Source: an optimization exercise on an open RTL-to-GDS flow (aim: small area). Production flows keep margins and buffers that such runs may drop. The RTL was checked by simulation tests, not by an equivalence proof against the original design. Power is estimated from default activity; no workload was simulated.

Design dkong_audio, start of the top module:
module dkong_audio (
	input         clk,
	input         rst_n,
	input         dkjr,
	input   [7:0] snd_dat,
	input         decay_n,
	input   [2:0] sw,
	input   [7:0] wav_rom_do,
	output reg [15:0] sound,
	output [18:0] wav_rom_a
);
reg [8:0] cnt;
reg       en;
always @(posedge clk or negedge rst_n) begin
	if (!rst_n) begin
		cnt <= 9'd0;
		en  <= 1'b0;
	end else begin
		en  <= (cnt == 9'd499);
		cnt <= (cnt == 9'd499) ? 9'd0 : cnt + 9'd1;
	end
end
wire last = (cnt == 9'd499);    
reg exp_hit;
always @* begin
	case (count)
      15'd10: exp_hit = 1'b1;
      15'd29: exp_hit = 1'b1;
      15'd48: exp_hit = 1'b1;
      15'd67: exp_hit = 1'b1;
      15'd86: exp_hit = 1'b1;
      15'd105: exp_hit = 1'b1;
      15'd124: exp_hit = 1'b1;
      15'd144: exp_hit = 1'b1;
      15'd163: exp_hit = 1'b1;
      15'd183: exp_hit = 1'b1;
      15'd202: exp_hit = 1'b1;
      15'd222: exp_hit = 1'b1;
      15'd242: exp_hit = 1'b1;
      15'd262: exp_hit = 1'b1;
      15'd282: exp_hit = 1'b1;
      15'd302: exp_hit = 1'b1;
      15'd322: exp_hit = 1'b1;
      15'd342: exp_hit = 1'b1;
      15'd362: exp_hit = 1'b1;
      15'd382: exp_hit = 1'b1;
      15'd403: exp_hit = 1'b1;
      15'd423: exp_hit = 1'b1;
      15'd444: exp_hit = 1'b1;
      15'd465: exp_hit = 1'b1;
      15'd485: exp_hit = 1'b1;
  ...
export LEC_CHECK = 0
export ABC_AREA = 1
export CAP_MARGIN = 0
export CORE_MARGIN = 2
export CORE_UTILIZATION = 40
export GPL_TIMING_DRIVEN = 0
export SLEW_MARGIN = 0
create_clock -name core_clock -period 40.0 [get_ports {clk}]
standard.sh (not shown) runs the stock make flow with config.mk's settings and CLKGATE_MAP_FILE= SYNTH_SCRIPT=/design/flow/synth_recipe.tcl, a recipe that flattens the netlist after the stock synthesis.
==> flow/flow/run.sh <==
#!/bin/bash
# Own flow: the standard layout (standard.sh) with two changes:
#  - synthesis maps logic with a different ABC area script (flow/abc_area.script);
#    everything else in synthesis, including the flip-flop mapping, is the standard one;
#  - the clock tree uses larger sink clusters and no dummy loads.
# Each tool's full output goes to a log file in this folder.
set -euo pipefail
rm -rf scripts
cp -r "$FLOW_HOME/scripts" scripts
cp flow/abc_area.script scripts/abc_area.script
bash standard.sh SCRIPTS_DIR="$PWD/scripts" \
  CTS_ARGS="-sink_clustering_enable -repair_clock_nets -sink_clustering_size 15 -sink_clustering_max_diameter 80 -dont_use_dummy_load" \
  finish > standard.log 2>&1
==> flow/flow/abc_area.script <==
strash
&get -n
&fraig -x
&put
scorr
dc2
strash
&get -n
&dch -f
&nf -R 1000
&put
strash
dc2
&get -n
&dch -f
&nf -R 1000
&put
topo
stime -c
upsize -c
dnsize -c
The first run produced a layout that fails on capacitance limit, slew limit.
Then changed:
==> flow/flow/run.sh (replaced) <==
#!/bin/bash
# Own flow: the standard layout (standard.sh) with two changes:
#  - synthesis maps logic with a different ABC area script (flow/abc_area.script);
#    everything else in synthesis, including the flip-flop mapping, is the standard one;
#  - the clock tree uses larger sink clusters (25 sinks) and no dummy loads;
#  - the port buffers (every input and output still gets one) are buf_1 cells.
# Each tool's full output goes to a log file in this folder.
set -euo pipefail
rm -rf scripts
cp -r "$FLOW_HOME/scripts" scripts
cp flow/abc_area.script scripts/abc_area.script
bash standard.sh SCRIPTS_DIR="$PWD/scripts" \
  CTS_ARGS="-sink_clustering_enable -repair_clock_nets -sink_clustering_size 25 -sink_clustering_max_diameter 100 -dont_use_dummy_load" \
  BUFFER_PORTS_ARGS="-buffer_cell sky130_fd_sc_hd__buf_1" \
  finish > standard.log 2>&1
CAP_MARGIN = 20   (was 0)
SLEW_MARGIN = 20   (was 0)
What happened:
- This time the run completed without violations
- routed wire length is lower by 0.57%
- global-route usage fell by 0.16 points
- final area decreases by about 2.2%
- total power falls by 9.8%
- clock skew climbs by 21 ps
Then changed:
CAP_MARGIN = 10   (was 20)
SLEW_MARGIN = 10   (was 20)
The changed run completed without violations.
Maximum frequency came out lower slightly.
Synthesized cell count does not change.
Total power barely changes.
Area after synthesis does not change.
Final area stays flat.
Wire length stays flat.
Final cell count stays flat.
Combinational power barely changes.
Utilization barely changes.
Die area does not change.
Then changed:
==> flow/flow/run.sh (replaced) <==
#!/bin/bash
# Own flow: the standard layout (standard.sh) with two changes:
#  - synthesis maps logic with a different ABC area script (flow/abc_area.script);
#    everything else in synthesis, including the flip-flop mapping, is the standard one;
#  - the clock tree uses larger sink clusters (25 sinks) and no dummy loads.
# Each tool's full output goes to a log file in this folder.
set -euo pipefail
rm -rf scripts
cp -r "$FLOW_HOME/scripts" scripts
cp flow/abc_area.script scripts/abc_area.script
bash standard.sh SCRIPTS_DIR="$PWD/scripts" \
  CTS_ARGS="-sink_clustering_enable -repair_clock_nets -sink_clustering_size 25 -sink_clustering_max_diameter 100 -dont_use_dummy_load" \
  finish > standard.log 2>&1
CAP_MARGIN = 20   (was 10)
SLEW_MARGIN = 20   (was 10)
Result: Register-to-register slack gains 90 ps; total power drops slightly; cell count hardly moves; count of clock-buffer cells in the layout falls by 1; synthesized area does not change; worst setup slack is worse by 310 ps; first-iteration DRC count falls by a few percent.

== the previous run ==
Another version of the RTL of dkong_audio (not shown whole).
Size in the first run: ~2500 cells after synthesis, roughly 58 I/O pins.
## dkong_audio
module dkong_audio (
	input         clk,
	input         rst_n,
	input         dkjr,
	input   [7:0] snd_dat,
	input         decay_n,
	input   [2:0] sw,
	input   [7:0] wav_rom_do,
	output reg [15:0] sound,
	output [18:0] wav_rom_a
);
clock: 40.0 ns
lec_check: 0
abc_area: 1
cap_margin: 20
core_margin: 2
core_utilization: 40
gpl_timing_driven: 0
slew_margin: 20
==> flow/flow/run.sh <==
#!/bin/bash
# Own flow: the standard layout (standard.sh) with two changes:
#  - synthesis maps logic with a different ABC area script (flow/abc_area.script);
#    everything else in synthesis, including the flip-flop mapping, is the standard one;
#  - the clock tree uses larger sink clusters (25 sinks) and no dummy loads;
#  - the port buffers (every input and output still gets one) are buf_1 cells.
# Each tool's full output goes to a log file in this folder.
set -euo pipefail
rm -rf scripts
cp -r "$FLOW_HOME/scripts" scripts
cp flow/abc_area.script scripts/abc_area.script
bash standard.sh SCRIPTS_DIR="$PWD/scripts" \
  CTS_ARGS="-sink_clustering_enable -repair_clock_nets -sink_clustering_size 25 -sink_clustering_max_diameter 100 -dont_use_dummy_load" \
  BUFFER_PORTS_ARGS="-buffer_cell sky130_fd_sc_hd__buf_1" \
  finish > standard.log 2>&1
Scripts as last shown in full above: flow/flow/abc_area.script
The flow did not stop early for the previous run: all stages ran, and the layout cleared the timing, DRC and antenna checks.
The following lists how the current run was set up differently from the previous run:
-- flow/flow/run.sh --
<<< the previous run, line 3
#  - synthesis maps logic with a different ABC area script (flow/abc_area.script);
#    everything else in synthesis, including the flip-flop mapping, is the standard one;
#  - the clock tree uses larger sink clusters (25 sinks) and no dummy loads;
>>> the current run, line 3
#  - synthesis maps logic with a different ABC area script (flow/abc_area.script);
#    (without gate upsizing); everything else in synthesis, including the flip-flop mapping, is the standard one;
#  - the clock tree uses larger sink clusters (25 sinks) and no dummy loads;
-- flow/flow/abc_area.script --
<<< the previous run, line 19
stime -c
upsize -c
dnsize -c
>>> the current run, line 19
stime -c
dnsize -c
### Flow results
The current run: no failed stages, no open violations at the end
Reported for the previous run and the current run, maximum clock path buffer count turned out identical to the last digit.
dkjr as the origin of the worst setup path was reported by the previous run, and cnt[8] by the current run.
The previous run has lower layout overhead on the synthesized area than the current run.
Total power of the current run is higher than that of the previous run.
Termination of the worst setup path: sound[15] -> the previous run, A[17] -> the current run

==> afterwards: timing with drivers on the ports <==
How much do the figures lean on ideal ports? The routed layouts below were timed once more, with nothing changed but the port constraints.
Step 1 assumes that a clkbuf_16 drives the clock port and a buf_2 every other input.
Step 2 times the ports against the registers' clock, not the clock port: input delays grow and output delays shrink by t, the midpoint of the rising clock arrivals with the driver on.
Slacks: ideal ports / drivers / drivers and shift; pairs: ideal ports / drivers.
run	t (ns)	setup WS [ns]	clock arrival spread, ns
the first run of note 1	0.617	29.663 / 29.692 / 29.076	0.055 / 0.055
the second run of note 1	0.613	30.004 / 30.038 / 29.425	0.079 / 0.079
the third run of note 1	0.613	29.947 / 29.988 / 29.374	0.077 / 0.077
the fourth run of note 1	0.615	29.640 / 29.671 / 29.056	0.068 / 0.068
the previous run	0.614	29.923 / 29.953 / 29.339	0.078 / 0.078
the current run	0.631	29.406 / 29.406 / 29.393	0.071 / 0.071
For the first run of note 1, which loses most, drivers alone change the setup slack by +0.029 ns; drivers and shift together by -0.587 ns.
